Source: an optimization exercise on an open RTL-to-GDS flow (aim: small area, a short achievable clock period and few clock cycles). Production flows keep margins and buffers that such runs may drop. Function was not checked in any run shown here: the RTL went through the layout flow alone.

==> constraint.sdc <==
create_clock -name core_clock -period 6.0 [get_ports {clk}]
set_input_delay 1.2000 -clock core_clock [delete_from_list [all_inputs] [get_ports {clk}]]
set_output_delay 1.2000 -clock core_clock [all_outputs]
set_load 0.01 [all_outputs]
==> design.v <==
`timescale 1ns / 1ps
module EUCLIDs_GCD #(parameter N = 32)(
    input [N-1:0] a,
    input [N-1:0] b,
    input clk,
    input rst,
    input start,
    output [N-1:0] out,
    output done
);
    localparam W = N + 1;
    reg [N-1:0] u;
    reg [W-1:0] v;
    reg [4:0] k;
    reg run, fin;
    assign out = u;
    wire ue    = ~u[0];
    wire ve    = ~v[0];
    wire sv    = v[W-1];
    wire strip = ue & ve;            
    wire swp0  = ue & ~ve;           
    wire [W-1:1] x  = swp0 ? {N{1'b0}} : v[W-1:1];
    wire [W-1:1] ye = ve ? {N{1'b1}} : sv ? {1'b0, u[N-1:1]} : ~{1'b0, u[N-1:1]};
    wire [N-1:0] p = x ^ ye;         
    wire [N-1:0] g = x & ye;
    localparam L = 5;                
    wire [N-1:0] gl [0:L];
    wire [N-1:0] pl [0:L];
    assign gl[0] = g;
    assign pl[0] = p;
    genvar lv, i;
    generate for (lv = 0; lv < L; lv = lv + 1) begin : lvl
        for (i = 0; i < N; i = i + 1) begin : bt
            if ((i >> lv) & 1) begin : op
                assign gl[lv+1][i] = gl[lv][i] | (pl[lv][i] & gl[lv][((i >> lv) << lv) - 1]);
                assign pl[lv+1][i] = pl[lv][i] & pl[lv][((i >> lv) << lv) - 1];
            end else begin : pass
                assign gl[lv+1][i] = gl[lv][i];
                assign pl[lv+1][i] = pl[lv][i];
            end
        end
    end endgenerate
    wire [N-1:0] G = gl[L];
    wire [N-1:0] P = pl[L];
    wire [N-1:0] c = {G[N-2:0] | P[N-2:0], 1'b1};    
    wire [W-1:1] w = p ^ c;                          
    wire term = P[N-1] & ~swp0;
    wire swap = (w[W-1] ^ sv) | swp0;
    wire s1 = strip | ~p[0];
    wire s2 = ~s1 & ~p[1];
    wire s3 = ~s1 & p[1];
    wire [W-1:0] vn = ({W{s1}} & {{1{w[W-1]}}, w[W-1:1]}) | ({W{s2}} & {{2{w[W-1]}}, w[W-1:2]}) |
                      ({W{s3}} & {{3{w[W-1]}}, w[W-1:3]});
    wire vn0 = strip ? ~p[0] : ~(p[0] & p[1] & p[2]);
    wire [N-1:0] va = {v[N-1:1] ^ {(N-1){sv}}, 1'b1};
    wire k0   = (k == 5'd0);
    wire fin_now = (run & term) | fin;
    assign done = fin_now & k0;
    wire ld   = ~(run | fin) | done;    
    always @(posedge clk or posedge rst) begin
        if (rst) begin
            run  <= 1'b0;
            fin  <= 1'b0;
        end else if (ld) begin
            run <= start;
            fin <= 1'b0;
        end else if (fin_now) begin
            run <= 1'b0;
            fin <= 1'b1;
        end
    end
    always @(posedge clk) begin
        v <= ld ? {1'b0, b} : vn;
        if (ld) begin
            u <= a;
            k <= 5'd0;
        end else if (fin_now) begin
            u <= {u[N-2:0], 1'b0};
            k <= k - 5'd1;
        end else begin
            if (swap) begin
                u <= va;
            end else if (strip) begin
                u <= {1'b0, u[N-1:1]};
            end
            if (strip)
                k <= k + 5'd1;
        end
    end
endmodule
==> standard.sh <==
#!/bin/bash
# synth_recipe.tcl (not shown) runs the flow's synth.tcl, then flattens the netlist and writes it again
# the make line also repeats each setting of config.mk as NAME=value (left out here)
make -C /OpenROAD-flow-scripts/flow DESIGN_CONFIG=/design/flow/config.mk WORK_HOME=/design/flow/orfs CLKGATE_MAP_FILE= SYNTH_SCRIPT=/design/flow/synth_recipe.tcl "${@:-finish}"
==> flow/run.sh <==
#!/bin/bash
set -euo pipefail
export BUFFER_PORTS_ARGS="-buffer_cell sky130_fd_sc_hd__buf_1"
bash standard.sh finish > standard.log 2>&1
==> config.mk <==
export PLATFORM = sky130hd
export DESIGN_NAME = EUCLIDs_GCD
export DESIGN_NICKNAME = EUCLIDs_GCD
export VERILOG_FILES = /design/flow/design.v
export SDC_FILE = /design/flow/constraint.sdc
export NUM_CORES = 4
export LEC_CHECK = 0
export CAP_MARGIN = 20
export CORE_MARGIN = 2
export CORE_UTILIZATION = 40
export SETUP_SLACK_MARGIN = 2.0
export SLEW_MARGIN = 20
==> results of run 1 <==
==> layout by cell type (no fill, tap or decap), drive strengths merged, types with 8 or more instances in the layout <==
cell,count
inv,17
and2,37
nand3,10
and3,8
a21oi,81
nor2,55
edfxtp,32
nand2,76
clkbuf,13
xor2,68
a21o,10
o21ai,79
xnor2,20
nor3,14
a211oi,8
buf,153
mux2i,38
or3,34
a31oi,11
ha,35
dfxtp,38
==> path summary, 6_finish.rpt <==
check	from	to	depth (start not counted)
worst max register to register	u[0]	u[11]	11
worst min register to register	k[3]	k[3]	2
worst min-delay path	k[3]	k[3]	2
max in group asynchronous	rst	fin	2
min in group asynchronous	rst	run	2
worst max-delay path	v[32]	done	12
==> sequential cells by signal, summed over array words and instances (netlist names) <==
name and count:
k 5, run 1, v 33, fin 1
u 32
==> routing by layer <==
metal	part of all wire (%)	track usage [%]	vias up
met1	42	30.7	3158
met2	48	40.2	318
met5	0	0	-
met4	3.3	10.5	0
li1	-	-	3206
met3	6.9	4.33	59
==> final cells by class <==
type / instances / area, µm² / area share (%)
Clock inverter: 6 / 61.3 / 0.736
Clock buffer: 10 / 229 / 2.75
Timing Repair Buffer: 156 / 972 / 11.7
Inverter: 17 / 63.8 / 0.766
Multi-Input combinational cell: 682 / 4950 / 59.4
Tap cell: 220 / 275 / 3.30
Sequential cell: 72 / 1780 / 21.3
==> Yosys cell counts, types with 5 or more instances <==
library cell  instances  area (µm²)
nand3_1              10        50.1
and2_1               36         225
o21ai_0              75         375
edfxtp_1             32         961
mux2i_1              37         370
inv_1                17        63.8
nor2_1               55         206
nand2_1              75         282
o22ai_1               6        37.5
a211oi_1              8        60.1
o21a_1                6        45.0
ha_1                 35         438
a21oi_1              79         395
and4_1                5        43.8
a22oi_1               6        45.0
and3_1                7        43.8
xnor2_1              20         175
a21o_1               10        75.1
or3_1                33         206
nor3_1               14        70.1
o21bai_1              6        45.0
clkbuf_1             36         135
dfxtp_1              38         761
xor2_1               68         596
a31oi_1              11        68.8
buf_2                17        85.1
o211ai_1              6        45.0
==> logic make-up (layout without fill, tap and decap cells) <==
group	Yosys count	in the layout	share of synthesized area, %
and+or+nand+nor	259	262	19.7
AOI/OAI and AO/OA	256	257	24.0
adders and majority gates	36	36	6.88
muxes	39	39	6.07
DFF	72	72	26.6
buffers and inverters	77	189	5.18
xor gates and xnor gates	88	88	11.6
==> tightest hold or removal path: cells and delay by family, from the launching register on <==
kind	cells	cell delay (ns)
flops	1	0.32
simple gates	1	0.05
mux	1	0.12
==> metrics by stage <==
step / hold slack, ns / area (µm²) / cells
3_3_place_gp: 0.519 / 7140 / 1097
2_1_floorplan: 0.476 / 6700 / 827
4_1_cts: 0.542 / 7680 / 1126
6_report: 0.547 / 8340 / 1163
5_1_grt: 0.558 / 8340 / 1163
3_5_place_dp: 0.527 / 7140 / 1097
==> what timing repair did <==
action	CTS	global route
buffers inserted	11	32
gates cloned	2	5
pin swaps	3	25
setup endpoints to repair	103	72
hold buffers	0	0
gates resized for setup	26	51
==> summary.md, run 1 <==
| Metric | Value |
|---|---|
| Status | `no timing/DRC/antenna violations` |
| Max frequency | `246 MHz` |
| Full die area | `17700 µm²` |
| Total Routed Length | `22900 µm` |
| Total clock sinks | `72` |
| Post-layout util | `50.8%` |
| Reg-to-reg slack, setup | `2.04 ns` |
| DP Wirelength | `15000 µm` |
| Slew Limit Headroom | `33.8%` |
| Critical path class | `flop to output pin` |
| Global-route wire length before repair | `33300 µm` |
| Final worst path period need | `4.06 ns` |
| Delay of the slowest critical-path stage | `0.40 ns` |
| Most used cell along the critical path | `buf_12` |
| Syn Area/Cell | `8.05 µm²` |
| Syn Nets | `930` |
| Startpoint types | `flop` |
| Total negative slack | `0 ns` |
| Yosys reg bits | `72` |
| Final worst slack | `1.94 ns` |
| Global route total overflow | `0` |
| Critical path's slowest cell | `nor4_4` |
| Post-synth EDFFs | `32` |
| Hold WC Path Type | `flop to flop` |
| Worst slew pin tran | `0.991 ns` |
| CP Buf/Inv Count | `4` |
| RSZ-0062 raised after global routing | `yes` |
| TritonCTS Buffers | `9` |
| Crit path cell chain | `buf_12 -> buf_12 -> xor2_1 -> nand2_1 -> ha_4 -> and4_4 -> nand4_1 -> nor4_4 -> nor2_4 -> buf_12 -> nor3_4 -> buf_2` |
| Clk Latency, worst-skew pair | `0.36 ns` |
| WP data required | `4.80 ns` |
| Antenna violations before repair | `0` |
| Core ar. | `16400 µm²` |
| Setup violators final | `0` |
| Final Max Slew Viols | `0` |
| Die X | `133 µm` |
| Final Hold Fails | `0` |
| Primary FF master, synth | `dfxtp_1` |
| Share of post-route cells with drive strength above 1 | `14.3%` |
| Number of global-route vias before repair | `6172` |
| Via Count | `6741` |
| Fin crit share | `67.7%` |
| WL/cell | `19.7 µm` |
| Total track usage | `24.2%` |
| Cell count after synthesis | `827` |
| FILL cells | `1589` |
| Register area share after synthesis | `26.6%` |
| Asr flop ratio synth | `2.78%` |
| Die boundary height | `133 µm` |
| Longest Clk Path Bufs | `2` |
| Root Driver | `clkbuf_16` |
| Pre-CTS setup slack | `0.834 ns` |
| Routed vias/inst | `5.80` |
| # nets final | `1041` |
| Antenna Diode Count | `0` |
| Max-cap viol count | `0` |
| CP max FO | `7` |
| DRC viols | `0` |
| Effective utilization at floorplan | `40.6%` |
| YS warnings | `1` |
| IO Count | `100` |
| Clock-pin slew on the worst setup and hold paths | `0.06 ns` |
| Drt pass-1 iters | `5` |
| Largest net degree at the start of global routing | `38` |
| Antenna-violating nets left | `0` |
| Critical Path End Type | `output pin` |
| Post-synth cell types | `76` |
| DRT iter0 DRCs | `496` |
| H-tree depth | `3` |
| Synthesis-to-finish area growth | `25.2%` |
| Skew final | `0.0112 ns` |
| CTS tree | `yes` |
| FP Rows | `47` |
| IO buf count | `99` |
| Worst EP arrival | `2.86 ns` |
| Routability cong. | `0.925` |
| Synth Cell Area | `6660 µm²` |
| CP delay by family, top | `simple AND/OR/NAND/NOR gates` |
==> inputs of run 2 (changes only) <==
--- a/design.v
+++ b/design.v
@@ -48,10 +48,11 @@
     wire swap = (w[W-1] ^ sv) | swp0;
     wire s1 = strip | ~p[0];
     wire s2 = ~s1 & ~p[1];
-    wire s3 = ~s1 & p[1];
+    wire s3 = ~s1 & p[1] & ~p[2];
+    wire s4 = ~s1 & p[1] & p[2];
     wire [W-1:0] vn = ({W{s1}} & {{1{w[W-1]}}, w[W-1:1]}) | ({W{s2}} & {{2{w[W-1]}}, w[W-1:2]}) |
-                      ({W{s3}} & {{3{w[W-1]}}, w[W-1:3]});
-    wire vn0 = strip ? ~p[0] : ~(p[0] & p[1] & p[2]);
+                      ({W{s3}} & {{3{w[W-1]}}, w[W-1:3]}) | ({W{s4}} & {{4{w[W-1]}}, w[W-1:4]});
+    wire vn0 = strip ? ~p[0] : ~(p[0] & p[1] & p[2] & p[3]);
     wire [N-1:0] va = {v[N-1:1] ^ {(N-1){sv}}, 1'b1};
     wire k0   = (k == 5'd0);
     wire fin_now = (run & term) | fin;
==> run 2 against run 1 <==
- critical path type unchanged
- register-to-register slack better by 0.08 ns
- via count up 3.4%
- largest cell class unchanged
- core utilization down 0.91 points
- first-iteration DRC count up 27%
- still clean
- worst setup slack better by 0.020 ns
- highest routed layer unchanged
- critical endpoint unchanged
- sequential cell count unchanged
- critical path depth down 3
==> summary.md, run 2 <==
| Metric | Value |
|---|---|
| # nets final | `1069 (was 1041)` |
| R2R Path Start | `u[0] (unchanged)` |
| Core ar. | `16600 µm² (was 16400 µm²)` |
| Final Hold Slack | `0.523 ns (was 0.547 ns)` |
| Fin crit share | `67.4% (was 67.7%)` |
| Antenna violations before repair | `1 (was 0)` |
| CTS tree | `yes (unchanged)` |
| Longest Clk Path Bufs | `2 (unchanged)` |
| FP Rows | `47 (unchanged)` |
| Register area share after synthesis | `25.8% (was 26.6%)` |
| Final worst slack | `1.96 ns (was 1.94 ns)` |
| Cells after DPL | `1143 (was 1097)` |
| Met1 Track Usage GR | `34.1% (was 30.7%)` |
| Synth Cell Area | `6860 µm² (was 6660 µm²)` |
| H-tree depth | `3 (unchanged)` |
| Reg-to-reg slack, setup | `2.12 ns (was 2.04 ns)` |
| Global route total overflow | `0 (unchanged)` |
| RSZ-0062 raised after global routing | `yes (unchanged)` |
| Most used routing layer | `met2 (unchanged)` |
| Largest area contributor in the netlist | `edfxtp_1 (unchanged)` |
| Status | `no timing/DRC/antenna violations (unchanged)` |
| Antenna-violating nets left | `0 (unchanged)` |
| Top flop regs | `v x33, u x32, k x5 (unchanged)` |
| Clock-pin slew on the worst setup and hold paths | `0.06 ns (about the same)` |
| Yosys top cell area share | `14.0% (was 14.4%)` |
| Yosys reg bits | `72 (unchanged)` |
| Post-synth EDFFs | `32 (unchanged)` |
| Total negative slack | `0 ns (unchanged)` |
| Largest net degree at the start of global routing | `38 (unchanged)` |
| Adder-cell share of the synthesized area | `6.68% (was 6.88%)` |
| Drt pass-1 iters | `7 (was 5)` |
| Most frequent cell after synthesis | `nor2_1 (was a21oi_1)` |
| DP Wirelength | `14500 µm (was 15000 µm)` |
| Routability cong. | `0.889 (was 0.925)` |
| Compound-gate portion of the synthesized area | `25.7% (was 24.0%)` |
| Syn Area/Cell | `7.94 µm² (was 8.05 µm²)` |
| Final Hold Fails | `0 (unchanged)` |
| Effective utilization at floorplan | `41.2% (was 40.6%)` |
| Post-synthesis mux area share | `6.19% (was 6.07%)` |
| Largest family of logic cells by synthesized area | `compound AO/OA/AOI/OAI gates (unchanged)` |
| GR Layer Usage met3 | `3.72% (was 4.33%)` |
| Hold WC Path Type | `flop to flop (unchanged)` |
| Die X | `135 µm (was 133 µm)` |
| Commonest non-fill, non-tap cells in the layout | `buf_1 (98), nor2_1 (95), nand2_1 (82), a21oi_1 (77), xor2_1 (68) (was buf_1 (98), a21oi_1 (79), nand2_1 (75), o21ai_0 (74), xor2_1 (65))` |
| CP max FO | `8 (was 7)` |
| Antenna Diode Count | `0 (unchanged)` |
| Die boundary height | `135 µm (was 133 µm)` |
| Final Max Slew Viols | `0 (unchanged)` |
| Synth Area in Simple Gates | `19.3% (was 19.7%)` |
| YS warnings | `1 (unchanged)` |
| Worst hold stages | `2 (unchanged)` |
| Synthesis-to-finish area growth | `21.1% (was 25.2%)` |
| Root Driver | `clkbuf_16 (unchanged)` |
| Clk Latency, worst-skew pair | `0.36 ns (about the same)` |
| Worst slew pin tran | `1.01 ns (was 0.991 ns)` |
| Total Routed Length | `23200 µm (was 22900 µm)` |
| Post-route insts no fill | `1191 (was 1163)` |
| Critical Path End Type | `output pin (unchanged)` |
| Post-synth cell types | `76 (unchanged)` |
| Number of global-route vias before repair | `6579 (was 6172)` |
| Most common cell after layout, fill and taps aside | `buf_1 (unchanged)` |
| Worst hold start | `k[2] (was k[3])` |
| Share of post-route cells with drive strength above 1 | `12.9% (was 14.3%)` |
| Max frequency | `247 MHz (was 246 MHz)` |
| Placed Area | `7420 µm² (was 7140 µm²)` |
| IO Count | `100 (unchanged)` |
| Cell count after synthesis | `864 (was 827)` |
| Slew Limit Headroom | `32.2% (was 33.8%)` |
| Global-route wire length before repair | `35100 µm (was 33300 µm)` |
| Routed vias/inst | `5.85 (was 5.80)` |
| Syn Nets | `967 (was 930)` |
| XOR/XNOR share of the synthesized area | `11.4% (was 11.6%)` |
| TritonCTS Buffers | `9 (unchanged)` |
| Total track usage | `24.4% (was 24.2%)` |
| Met2 Track Usage GR | `38.3% (was 40.2%)` |
| Pre-CTS setup slack | `1.24 ns (was 0.834 ns)` |
| DRT iter0 DRCs | `629 (was 496)` |
| Reg2reg path depth | `14 (was 11)` |
| Final worst path period need | `4.04 ns (was 4.06 ns)` |
| Min-Delay Endpoint | `k[2] (was k[3])` |
| DRC viols | `0 (unchanged)` |
| Asr flop ratio synth | `2.78% (unchanged)` |
| Hold-fix buffers at CTS | `0 (unchanged)` |
| Primary FF master, synth | `dfxtp_1 (unchanged)` |
| Critical path class | `flop to output pin (unchanged)` |
| WP data required | `4.80 ns (about the same)` |
| Largest register by flop count | `v (unchanged)` |
| Full die area | `18200 µm² (was 17700 µm²)` |
| WL/cell | `19.5 µm (was 19.7 µm)` |
| Final Cell Area | `8300 µm² (was 8340 µm²)` |
| Max-cap viol count | `0 (unchanged)` |
| IO buf count | `99 (unchanged)` |
| Setup violators final | `0 (unchanged)` |
| R2R Path End | `u[21] (was u[11])` |
| Worst EP arrival | `2.84 ns (was 2.86 ns)` |
| Via Count | `6971 (was 6741)` |
| Startpoint types | `flop (unchanged)` |
| Skew final | `0.00744 ns (was 0.0112 ns)` |
| Synth cell count leaders | `nor2_1 (96), nand2_1 (83), a21oi_1 (78) (was a21oi_1 (79), nand2_1 (75), o21ai_0 (75))` |
| Largest register FFs | `33 (unchanged)` |
| Total clock sinks | `72 (unchanged)` |
| Top area cells in the synthesized netlist | `edfxtp_1 (14%), dfxtp_1 (11%), xor2_1 (8.7%) (was edfxtp_1 (14%), dfxtp_1 (11%), xor2_1 (8.9%))` |
| FILL cells | `1647 (was 1589)` |
run 2: routing by layer:
| metal | wire length (µm) | vias to the layer above |
|---|---|---|
| li1 | - | 3356 |
| met3 | 1820 | 29 |
| met5 | 0 | - |
| met2 | 10400 | 292 |
| met1 | 10500 | 3294 |
| met4 | 470 | 0 |
run 2: through the flow:
step / util, %
2_1_floorplan: -
3_3_place_gp: 44.6
3_5_place_dp: 44.6
4_1_cts: 47.3
5_1_grt: 49.9
6_report: 49.9
run 2: what timing repair did:
action,4_1_cts,5_1_grt
pin swaps,5,13
setup buffers,10,17
setup endpoints to repair,104,78
gates cloned,2,3
resized for setup,13,46
run 2: worst max path at each step:
stage / startpoint / end / slack [ns]
global placement: u[0] / u[11] / 1.34
finish: u[0] / done / 1.96
detailed placement: u[0] / u[20] / 1.24
floorplan: v[32] / k[4] / 2.06
CTS: u[0] / done / 1.88
global route: u[0] / done / 1.89
run 2: kinds of logic after synthesis:
family | count (synthesis)
simple gates | 285
compound gates | 261
xor+xnor | 89
buf+inv | 79
flops | 72
mux | 42
fa+ha+maj | 36
run 2: critical path: stages (launching register included):
cell and delay, ns:
edfxtp_1 0.40, nand2b_4 0.23, buf_12 0.17, and2_4 0.16
ha_4 0.28, nand4_1 0.22, a2111oi_4 0.40, a41oi_2 0.23
nor3_2 0.23, buf_2 0.16
run 2: layout make-up:
type                    count  area, µm²  area share (%)
clock buffers              13        260            3.13
clock inverters             3       16.3           0.196
inverters                  24       97.6            1.18
multi-input cells         716       5030            60.6
flip-flops and latches     72       1780            21.4
well taps                 220        275            3.31
repair buffers            143        843            10.2
==> inputs of run 3 (changes only) <==
--- a/design.v
+++ b/design.v
@@ -18,7 +18,7 @@
     wire ve    = ~v[0];
     wire sv    = v[W-1];
     wire strip = ue & ve;            
-    wire swp0  = ue & ~ve;           
+    reg swp0;
     wire [W-1:1] x  = swp0 ? {N{1'b0}} : v[W-1:1];
     wire [W-1:1] ye = ve ? {N{1'b1}} : sv ? {1'b0, u[N-1:1]} : ~{1'b0, u[N-1:1]};
     wire [N-1:0] p = x ^ ye;         
@@ -54,14 +54,13 @@
                       ({W{s3}} & {{3{w[W-1]}}, w[W-1:3]}) | ({W{s4}} & {{4{w[W-1]}}, w[W-1:4]});
     wire vn0 = strip ? ~p[0] : ~(p[0] & p[1] & p[2] & p[3]);
     wire [N-1:0] va = {v[N-1:1] ^ {(N-1){sv}}, 1'b1};
-    wire k0   = (k == 5'd0);
     wire fin_now = (run & term) | fin;
-    assign done = fin_now & k0;
-    wire ld   = ~(run | fin) | done;    
+    assign done = fin_now & (k == 5'd0);
+    wire ld = ~(run | fin) | done;       
     always @(posedge clk or posedge rst) begin
         if (rst) begin
-            run  <= 1'b0;
-            fin  <= 1'b0;
+            run <= 1'b0;
+            fin <= 1'b0;
         end else if (ld) begin
             run <= start;
             fin <= 1'b0;
@@ -72,6 +71,7 @@
     end
     always @(posedge clk) begin
         v <= ld ? {1'b0, b} : vn;
+        swp0 <= ld ? (~a[0] & b[0]) : (~fin_now & strip & ~u[1] & v[1]);
         if (ld) begin
             u <= a;
             k <= 5'd0;
@@ -79,11 +79,10 @@
             u <= {u[N-2:0], 1'b0};
             k <= k - 5'd1;
         end else begin
-            if (swap) begin
+            if (swap)
                 u <= va;
-            end else if (strip) begin
+            else if (strip)
                 u <= {1'b0, u[N-1:1]};
-            end
             if (strip)
                 k <= k + 5'd1;
         end
--- a/config.mk
+++ b/config.mk
@@ -8,5 +8,5 @@
 export CAP_MARGIN = 20
 export CORE_MARGIN = 2
 export CORE_UTILIZATION = 40
-export SETUP_SLACK_MARGIN = 2.0
+export SETUP_SLACK_MARGIN = 2.5
 export SLEW_MARGIN = 20
==> run 3 against run 2 <==
- critical path depth unchanged
- first-iteration DRC count increased by 9.4%
- routed wire length increased by 7.7%
- register-to-register slack improved by 0.08 ns
- cell count increased by 2.2%
- largest cell class unchanged
- synthesized cell count shrank 0.81%
- critical endpoint unchanged
- cell area up 11%
==> summary.md, run 3 <==
| Metric | Value |
|---|---|
| Status | `no timing/DRC/antenna violations (unchanged)` |
| CTS tree | `yes (unchanged)` |
| Critical path's slowest cell | `dfxtp_4 (was edfxtp_1)` |
| Global route total overflow | `0 (unchanged)` |
| Commonest non-fill, non-tap cells in the layout | `buf_1 (98), a21oi_1 (73), nand2_1 (72), xor2_1 (66), nor2_1 (62) (was buf_1 (98), nor2_1 (95), nand2_1 (82), a21oi_1 (77), xor2_1 (68))` |
| Yosys top cell area share | `14.1% (was 14.0%)` |
| Placed Area | `7390 µm² (was 7420 µm²)` |
| Die boundary height | `135 µm (about the same)` |
| Synthesis-to-finish area growth | `34.8% (was 21.1%)` |
| R2R Path Start | `v[32] (was u[0])` |
| Largest net degree at the start of global routing | `55 (was 38)` |
| Synth Cell Area | `6830 µm² (was 6860 µm²)` |
| Worst slew pin tran | `0.839 ns (was 1.01 ns)` |
| Skew final | `0.00708 ns (was 0.00744 ns)` |
| YS warnings | `1 (unchanged)` |
| Number of global-route vias before repair | `6699 (was 6579)` |
| Syn Area/Cell | `7.97 µm² (was 7.94 µm²)` |
| Primary FF master, synth | `dfxtp_1 (unchanged)` |
| # nets final | `1094 (was 1069)` |
| FILL cells | `1547 (was 1647)` |
| IO Count | `100 (unchanged)` |
| H-tree depth | `3 (unchanged)` |
| Full die area | `18100 µm² (was 18200 µm²)` |
| Post-route insts no fill | `1217 (was 1191)` |
| Fin crit share | `63.6% (was 67.4%)` |
| Effective utilization at floorplan | `41.0% (was 41.2%)` |
| Drt pass-1 iters | `7 (unchanged)` |
| Most common cell after layout, fill and taps aside | `buf_1 (unchanged)` |
| CP max FO | `9 (was 8)` |
| Root Driver | `clkbuf_16 (unchanged)` |
| Longest Clk Path Bufs | `2 (unchanged)` |
| Largest register FFs | `33 (unchanged)` |
| Final worst slack | `2.18 ns (was 1.96 ns)` |
| DRT iter0 DRCs | `688 (was 629)` |
| WP data required | `4.80 ns (about the same)` |
| Largest area contributor in the netlist | `edfxtp_1 (unchanged)` |
| Final worst path period need | `3.82 ns (was 4.04 ns)` |
| Top flop regs | `v x33, u x32, k x5 (unchanged)` |
| Cell count after synthesis | `857 (was 864)` |
| Share of post-route cells with drive strength above 1 | `19.1% (was 12.9%)` |
| Total track usage | `26.3% (was 24.4%)` |
| Routed vias/inst | `5.96 (was 5.85)` |
| Reg2reg path depth | `16 (was 14)` |
| Synth cell count leaders | `a21oi_1 (83), nand2_1 (75), xor2_1 (66) (was nor2_1 (96), nand2_1 (83), a21oi_1 (78))` |
| Global-route wire length before repair | `37400 µm (was 35100 µm)` |
| Cells after DPL | `1131 (was 1143)` |
| Antenna-violating nets left | `0 (unchanged)` |
| Routability cong. | `0.922 (was 0.889)` |
| Via Count | `7253 (was 6971)` |
| IO buf count | `99 (unchanged)` |
| Register area share after synthesis | `26.2% (was 25.8%)` |
| Reg-to-reg slack, setup | `2.20 ns (was 2.12 ns)` |
| Worst hold stages | `2 (unchanged)` |
| Max frequency | `262 MHz (was 247 MHz)` |
| Clock-pin slew on the worst setup and hold paths | `0.06 ns (about the same)` |
| Final Cell Area | `9200 µm² (was 8300 µm²)` |
| Yosys reg bits | `73 (was 72)` |
| Crit path cell chain | `buf_12 -> xor2_1 -> nand2_1 -> ha_4 -> nand4_1 -> nor4b_4 -> a41oi_4 -> nor3_2 -> buf_4 (was nand2b_4 -> buf_12 -> and2_4 -> ha_4 -> nand4_1 -> a2111oi_4 -> a41oi_2 -> nor3_2 -> buf_2)` |
| FP Rows | `47 (unchanged)` |
| RSZ-0062 raised after global routing | `yes (unchanged)` |
| Antenna violations before repair | `1 (unchanged)` |
| Final Max Slew Viols | `0 (unchanged)` |
| Asr flop ratio synth | `2.74% (was 2.78%)` |
| Core ar. | `16600 µm² (unchanged)` |
| Slew Limit Headroom | `44.1% (was 32.2%)` |
| Top area cells in the synthesized netlist | `edfxtp_1 (14%), dfxtp_1 (11%), xor2_1 (8.5%) (was edfxtp_1 (14%), dfxtp_1 (11%), xor2_1 (8.7%))` |
| Setup violators final | `0 (unchanged)` |
| R2R Path End | `u[4] (was u[21])` |
| Delay of the slowest critical-path stage | `0.47 ns (was 0.40 ns)` |
| Critical Path End Type | `output pin (unchanged)` |
| Critical path class | `flop to output pin (unchanged)` |
| Min-Delay Endpoint | `swp0 (was k[2])` |
| Max-cap viol count | `0 (unchanged)` |
| Worst hold start | `v[1] (was k[2])` |
| Pre-CTS setup slack | `1.40 ns (was 1.24 ns)` |
| Total clock sinks | `73 (was 72)` |
| Hold WC Path Type | `flop to flop (unchanged)` |
| Die X | `135 µm (about the same)` |
| DRC viols | `0 (unchanged)` |
| WL/cell | `20.5 µm (was 19.5 µm)` |
| Total Routed Length | `25000 µm (was 23200 µm)` |
| Largest register by flop count | `v (unchanged)` |
| Post-synth cell types | `63 (was 76)` |
| Syn Nets | `960 (was 967)` |
| Post-synth EDFFs | `32 (unchanged)` |
| Worst EP arrival | `2.62 ns (was 2.84 ns)` |
| Clk Latency, worst-skew pair | `0.36 ns (about the same)` |
| TritonCTS Buffers | `9 (unchanged)` |
| Startpoint types | `flop (unchanged)` |
| Final Hold Fails | `0 (unchanged)` |
| Most frequent cell after synthesis | `a21oi_1 (was nor2_1)` |
| DP Wirelength | `15100 µm (was 14500 µm)` |
| Total negative slack | `0 ns (unchanged)` |
==> run 3: cell types whose count changed after synthesis, moves of 6 or more <==
| cell | before | now |
|---|---|---|
| nor3_1 | 21 | 15 |
| nor2b_1 | 2 | 34 |
| clkbuf_1 | 36 | 48 |
| nor2_1 | 96 | 64 |
| nand2_1 | 83 | 75 |
| inv_1 | 22 | 15 |
| or3_1 | 2 | 34 |
| a31oi_1 | 7 | 17 |
| o22ai_1 | 39 | 4 |
| o21ai_0 | 28 | 56 |
| nand3_1 | 9 | 3 |
| and2_1 | 39 | 7 |
==> run 3: area by class of cell <==
| cell class | instances | area [µm²] | share of cell area (%) |
|---|---|---|---|
| repair buffers | 185 | 1420 | 15.4 |
| flip-flops and latches | 73 | 1800 | 19.6 |
| well taps | 220 | 275 | 2.99 |
| multi-input cells | 707 | 5310 | 57.7 |
| diodes | 1 | 2.50 | 0.0272 |
| clock inverters | 5 | 104 | 1.13 |
| clock buffers | 11 | 233 | 2.53 |
| inverters | 15 | 60.1 | 0.653 |
==> run 3: worst max-delay path, delay by kind of cell (launching register included) <==
kind / cells / cell delay, ns
AOI/OAI and AO/OA: 1 / 0.17
buffers and inverters: 2 / 0.35
and+or+nand+nor: 4 / 0.79
adders and majority gates: 1 / 0.29
DFF: 1 / 0.47
xor gates and xnor gates: 1 / 0.18
==> run 3: how the worst max path moves through the flow <==
stage | from | end | depth (start not counted)
finish | v[32] | done | 9
global route | v[32] | done | 10
CTS | v[32] | done | 9
detailed placement | v[32] | u[15] | 13
global placement | v[32] | v[23] | 12
floorplan | v[32] | u[0] | 15
==> run 3: repair_timing <==
item | 4_1_cts | 5_1_grt
pin swaps | 17 | 24
cloned | 7 | 4
endpoints found under the setup margin | 106 | 100
gates resized for setup | 95 | 52
hold endpoints to repair | 0 | 0
hold buffers | 0 | 0
setup buffers | 31 | 27
==> run 3: layer usage <==
layer | routed length [µm] | track usage [%] | vias to the layer above
li1 | - | - | 3418
met1 | 10700 | 35.3 | 3439
met2 | 11600 | 43.3 | 348
met3 | 1980 | 4.43 | 48
met4 | 663 | 8.36 | 0
met5 | 0 | 0 | -
==> run 3: logic make-up (layout without fill, tap and decap cells) <==
kind of cell    after synthesis  in the layout  synth area share, %
compound gates              267            267                 24.7
xor+xnor                     91             91                 11.7
fa+ha+maj                    36             36                 6.71
buf+inv                      79            216                 4.95
flops                        73             73                 26.2
mux                          41             41                 6.05
other cells                   0              1                    0
simple gates                270            272                 19.6
==> run 3: metrics by stage <==
stage               hold WS (ns)  utilization, %
global placement           0.490            44.4
detailed placement         0.495            44.4
global route               0.564            55.3
finish                     0.543            55.3
CTS                        0.499            51.9
floorplan                  0.469               -
==> inputs of run 4 (changes only) <==
==> design.v (replaced) <==
`timescale 1ns / 1ps
module EUCLIDs_GCD #(parameter N = 32)(
    input [N-1:0] a,
    input [N-1:0] b,
    input clk,
    input rst,
    input start,
    output [N-1:0] out,
    output reg done
);
    localparam W = N + 1;
    reg [N-1:0] u;
    reg [W-1:0] v;
    reg [4:0] k;
    reg run, fin;
    assign out = u;
    wire ue    = ~u[0];
    wire ve    = ~v[0];
    wire sv    = v[W-1];
    wire strip = ue & ve;            
    wire swp0  = ue & ~ve;           
    wire [W-1:1] x  = swp0 ? {N{1'b0}} : v[W-1:1];
    wire [W-1:1] ye = ve ? {N{1'b1}} : sv ? {1'b0, u[N-1:1]} : ~{1'b0, u[N-1:1]};
    wire [N-1:0] p = x ^ ye;         
    wire [N-1:0] g = x & ye;
    localparam L = 5;                
    wire [N-1:0] gl [0:L];
    wire [N-1:0] pl [0:L];
    assign gl[0] = g;
    assign pl[0] = p;
    genvar lv, i;
    generate for (lv = 0; lv < L; lv = lv + 1) begin : lvl
        for (i = 0; i < N; i = i + 1) begin : bt
            if (i >= (1 << lv)) begin : op
                assign gl[lv+1][i] = gl[lv][i] | (pl[lv][i] & gl[lv][i - (1 << lv)]);
                assign pl[lv+1][i] = pl[lv][i] & pl[lv][i - (1 << lv)];
            end else begin : pass
                assign gl[lv+1][i] = gl[lv][i];
                assign pl[lv+1][i] = pl[lv][i];
            end
        end
    end endgenerate
    wire [N-1:0] G = gl[L];
    wire [N-1:0] P = pl[L];
    wire [N-1:0] c = {G[N-2:0] | P[N-2:0], 1'b1};    
    wire [W-1:1] w = p ^ c;                          
    wire term = P[N-1] & ~swp0;
    wire swap = (w[W-1] ^ sv) | swp0;
    wire s1 = strip | ~p[0];
    wire s2 = ~s1 & ~p[1];
    wire s3 = ~s1 & p[1] & ~p[2];
    wire s4 = ~s1 & p[1] & p[2];
    wire [W-1:0] vn = ({W{s1}} & {{1{w[W-1]}}, w[W-1:1]}) | ({W{s2}} & {{2{w[W-1]}}, w[W-1:2]}) |
                      ({W{s3}} & {{3{w[W-1]}}, w[W-1:3]}) | ({W{s4}} & {{4{w[W-1]}}, w[W-1:4]});
    wire vn0 = strip ? ~p[0] : ~(p[0] & p[1] & p[2] & p[3]);
    wire [N-1:0] va = {v[N-1:1] ^ {(N-1){sv}}, 1'b1};
    wire fin_now = (run & term) | fin;
    wire k_low = (k[4:1] == 4'd0);
    always @(posedge clk or posedge rst) begin
        if (rst) begin
            run  <= 1'b0;
            fin  <= 1'b0;
            done <= 1'b0;
        end else begin
            done <= 1'b0;
            if (fin_now) begin
                run <= 1'b0;
                fin <= ~k_low;
                done <= k_low;
            end else if (!run) begin
                run <= start;
            end
        end
    end
    always @(posedge clk) begin
        v <= (run | fin) ? vn : {1'b0, b};
        if (fin_now) begin
            if (k != 5'd0) begin
                u <= {u[N-2:0], 1'b0};
                k <= k - 5'd1;
            end
        end else if (run) begin
            if (swap) begin
                u <= va;
            end else if (strip) begin
                u <= {1'b0, u[N-1:1]};
            end
            if (strip)
                k <= k + 5'd1;
        end else begin
            u <= a;
            k <= 5'd0;
        end
    end
endmodule
--- a/config.mk
+++ b/config.mk
@@ -7,6 +7,6 @@
 export LEC_CHECK = 0
 export CAP_MARGIN = 20
 export CORE_MARGIN = 2
-export CORE_UTILIZATION = 40
+export CORE_UTILIZATION = 60
 export SETUP_SLACK_MARGIN = 2.5
 export SLEW_MARGIN = 20
==> run 4 against run 3 <==
- worst setup slack lost 0.046 ns
- non-clock buffer count grew 26
- core utilization grew 28 points
- critical endpoint is now u[26]
- largest cell class unchanged
==> summary.md, run 4 <==
| Metric | Value |
|---|---|
| Final Hold Fails | `0 (unchanged)` |
| Root Driver | `clkbuf_16 (unchanged)` |
| Global route total overflow | `0 (unchanged)` |
| Largest register FFs | `33 (unchanged)` |
| CP Buf/Inv Count | `5 (was 2)` |
| Die X | `118 µm (was 135 µm)` |
| Longest Clk Path Bufs | `2 (unchanged)` |
| YS warnings | `1 (unchanged)` |
| Crit path cell chain | `clkbuf_16 -> xor2_1 -> nand2_1 -> ha_4 -> a21oi_2 -> o21ai_2 -> a221oi_2 -> a2111o_1 -> and3_4 -> buf_4 -> buf_8 -> buf_12 -> buf_12 -> mux2i_1 -> o221a_2 -> o21ai_1 -> o21ai_1 (was buf_12 -> xor2_1 -> nand2_1 -> ha_4 -> nand4_1 -> nor4b_4 -> a41oi_4 -> nor3_2 -> buf_4)` |
| Critical Path Stages | `17 (was 9)` |
| Clk Latency, worst-skew pair | `0.36 ns (about the same)` |
| Largest net degree at the start of global routing | `52 (was 55)` |
| Antenna Diode Count | `0 (was 1)` |
| DRT iter0 DRCs | `1677 (was 688)` |
| Total clock sinks | `73 (unchanged)` |
| DRC viols | `0 (unchanged)` |
| Top area cells in the synthesized netlist | `edfxtp_1 (14%), dfxtp_1 (8.5%), a21oi_1 (5.8%) (was edfxtp_1 (14%), dfxtp_1 (11%), xor2_1 (8.5%))` |
| Critical path's slowest cell | `dfxtp_4 (unchanged)` |
| Largest area contributor in the netlist | `edfxtp_1 (unchanged)` |
| Post-synth EDFFs | `37 (was 32)` |
| Routability cong. | `0.971 (was 0.922)` |
| Synth Cell Area | `7790 µm² (was 6830 µm²)` |
| IO buf count | `99 (unchanged)` |
| Delay of the slowest critical-path stage | `0.43 ns (was 0.47 ns)` |
| TritonCTS Buffers | `9 (unchanged)` |
| WL/cell | `24.2 µm (was 20.5 µm)` |
| Post-route insts no fill | `1344 (was 1217)` |
| CTS tree | `yes (unchanged)` |
| Final Max Slew Viols | `0 (unchanged)` |
| Reg2reg path depth | `17 (was 16)` |
| Final worst slack | `2.14 ns (was 2.18 ns)` |
| Reg-to-reg slack, setup | `2.14 ns (was 2.20 ns)` |
| Antenna violations before repair | `0 (was 1)` |
| Worst EP arrival | `4.06 ns (was 2.62 ns)` |
| R2R Path End | `u[26] (was u[4])` |
| Clock-pin slew on the worst setup and hold paths | `0.06 ns (about the same)` |
| CP delay by family, top | `compound AO/OA/AOI/OAI gates (was simple AND/OR/NAND/NOR gates)` |
| CP max FO | `8 (was 9)` |
| IO Count | `100 (unchanged)` |
| Full die area | `13900 µm² (was 18100 µm²)` |
| Slew Limit Headroom | `39.0% (was 44.1%)` |
| DP Wirelength | `17400 µm (was 15100 µm)` |
| Final worst path period need | `3.86 ns (was 3.82 ns)` |
| Top flop regs | `v x33, u x32, k x5 (unchanged)` |
| WP data required | `6.20 ns (was 4.80 ns)` |
| Syn Nets | `1132 (was 960)` |
| Hold WC Path Type | `input pin to asynchronous set/reset pin (was flop to flop)` |
| Worst slew pin tran | `0.912 ns (was 0.839 ns)` |
| Total negative slack | `0 ns (unchanged)` |
| Startpoint types | `flop (unchanged)` |
| Status | `no timing/DRC/antenna violations (unchanged)` |
| R2R Path Start | `v[32] (unchanged)` |
| Most common cell after layout, fill and taps aside | `buf_1 (unchanged)` |
| Routed vias/inst | `7.20 (was 5.96)` |
| Core ar. | `12700 µm² (was 16600 µm²)` |
| Yosys top cell area share | `14.3% (was 14.1%)` |
| Final Hold Slack | `0.677 ns (was 0.543 ns)` |
| Max frequency | `259 MHz (was 262 MHz)` |
| Hold-fix buffers at CTS | `0 (unchanged)` |
| Critical path class | `flop to flop (was flop to output pin)` |
| Cells after DPL | `1227 (was 1131)` |
| Synthesis-to-finish area growth | `35.1% (was 34.8%)` |
| Register area share after synthesis | `23.7% (was 26.2%)` |
| Post-synth cell types | `66 (was 63)` |
| H-tree depth | `3 (unchanged)` |
| FILL cells | `774 (was 1547)` |
| Total Routed Length | `32600 µm (was 25000 µm)` |
| Crit path capture | `u[26] (was done)` |
| Via Count | `9674 (was 7253)` |
| Skew final | `0.0167 ns (was 0.00708 ns)` |
| Cell count after synthesis | `1030 (was 857)` |
| Fin crit share | `64.4% (was 63.6%)` |
| Primary FF master, synth | `edfxtp_1 (was dfxtp_1)` |
| FP Rows | `41 (was 47)` |
| Asr flop ratio synth | `4.11% (was 2.74%)` |
| Antenna-violating nets left | `0 (unchanged)` |
| Syn Area/Cell | `7.56 µm² (was 7.97 µm²)` |
| Total track usage | `39.7% (was 26.3%)` |
| Effective utilization at floorplan | `61.5% (was 41.0%)` |
| Drt pass-1 iters | `9 (was 7)` |
| Max-cap viol count | `0 (unchanged)` |
| Multi-input gate area | `6450 µm² (was 5310 µm²)` |
| RSZ-0062 raised after global routing | `yes (unchanged)` |
| Largest register by flop count | `v (unchanged)` |
| # nets final | `1269 (was 1094)` |
| Pre-CTS setup slack | `1.08 ns (was 1.40 ns)` |
| Setup violators final | `0 (unchanged)` |
| Register area | `1850 µm² (was 1800 µm²)` |
| Most frequent cell after synthesis | `nor2_1 (was a21oi_1)` |
| Die boundary height | `118 µm (was 135 µm)` |
| Critical Path End Type | `flop (was output pin)` |
| Yosys reg bits | `73 (unchanged)` |
| Critical path origin | `v[32] (unchanged)` |
| Global-route wire length before repair | `44300 µm (was 37400 µm)` |
| Number of global-route vias before repair | `8058 (was 6699)` |
| Commonest non-fill, non-tap cells in the layout | `buf_1 (99), nor2_1 (95), a21oi_1 (83), nand2_1 (75), buf_4 (75) (was buf_1 (98), a21oi_1 (73), nand2_1 (72), xor2_1 (66), nor2_1 (62))` |
| Synth cell count leaders | `nor2_1 (99), a21oi_1 (90), nand2_1 (82) (was a21oi_1 (83), nand2_1 (75), xor2_1 (66))` |
| Share of post-route cells with drive strength above 1 | `25.7% (was 19.1%)` |
==> run 4: cell types whose count changed in the layout (fill, tap and decap cells not counted), sizes merged, moves of 28 or more <==
cell,previous run,this run
o221a,0,31
nor2b,34,6
nor3b,0,30
o21ai,63,98
nor2,65,99
and3,4,39
or3,34,3
==> run 4: worst min path at each step <==
stage | startpoint | to
finish | rst | done
global route | rst | done
CTS | rst | fin
detailed placement | k[1] | k[3]
global placement | k[0] | k[0]
floorplan | fin | fin
==> run 4: final cells by class <==
class / instances / area share (%)
clock inverters: 7 / 0.904
multi-input cells: 854 / 61.3
repair buffers: 211 / 15.4
well taps: 172 / 2.04
flip-flops and latches: 73 / 17.6
clock buffers: 9 / 2.14
inverters: 18 / 0.642
==> run 4: through the flow <==
step / util, % / area [µm²]
4_1_cts: 76.8 / 9730
5_1_grt: 83.1 / 10500
3_3_place_gp: 65.5 / 8300
2_1_floorplan: - / 8100
6_report: 83.1 / 10500
3_5_place_dp: 65.5 / 8300
==> run 4: cells by family after synthesis <==
family	share of synthesized area (%)
and+or+nand+nor	23.0
AOI/OAI and AO/OA	29.8
buffers and inverters	5.70
xor gates and xnor gates	7.98
DFF	23.7
muxes	4.24
adders and majority gates	5.62
==> run 4: routing by layer <==
metal / track usage, % / wire length (µm) / vias up
li1: - / - / 4107
met2: 60.9 / 14200 / 863
met4: 13.3 / 1920 / 0
met3: 6.69 / 4270 / 230
met1: 56.6 / 12100 / 4474
met5: 0 / 0 / -
==> run 4: what timing repair did <==
| item | CTS | global route |
|---|---|---|
| pin swaps | 22 | 45 |
| gates resized for setup | 107 | 70 |
| setup buffers | 41 | 46 |
| endpoints found under the hold margin | 0 | 0 |
| cloned | 10 | 4 |
| endpoints found under the setup margin | 103 | 93 |

==> separate check: timing with driven ports <==
No port has a modelled driver above. Below, the same layouts with a new extraction and two added sets of constraints. Step 1 sets driving cells, clkbuf_16 on the clock port and buf_2 on the other inputs (assumed; they add their load-dependent delay and slew). Step 2 moves the port delays by t, midway between the first and last clock arrival at a register: inputs arrive t later, outputs are due t later. That takes back most of the time a late clock gives input paths. a / b / c = no drivers / after step 1 / after step 2; a / b = the first two.
run | t, ns | setup slack, ns | worst setup path at the end
run 1 | 0.396 | 1.935 / 1.891 / 2.036 | register to register
run 2 | 0.396 | 1.955 / 1.911 / 2.119 | register to register
run 3 | 0.396 | 2.183 / 2.140 / 2.197 | register to register
run 4 | 0.398 | 2.137 / 2.137 / 2.137 | register to register
After both steps setup and hold are still met in every run listed.
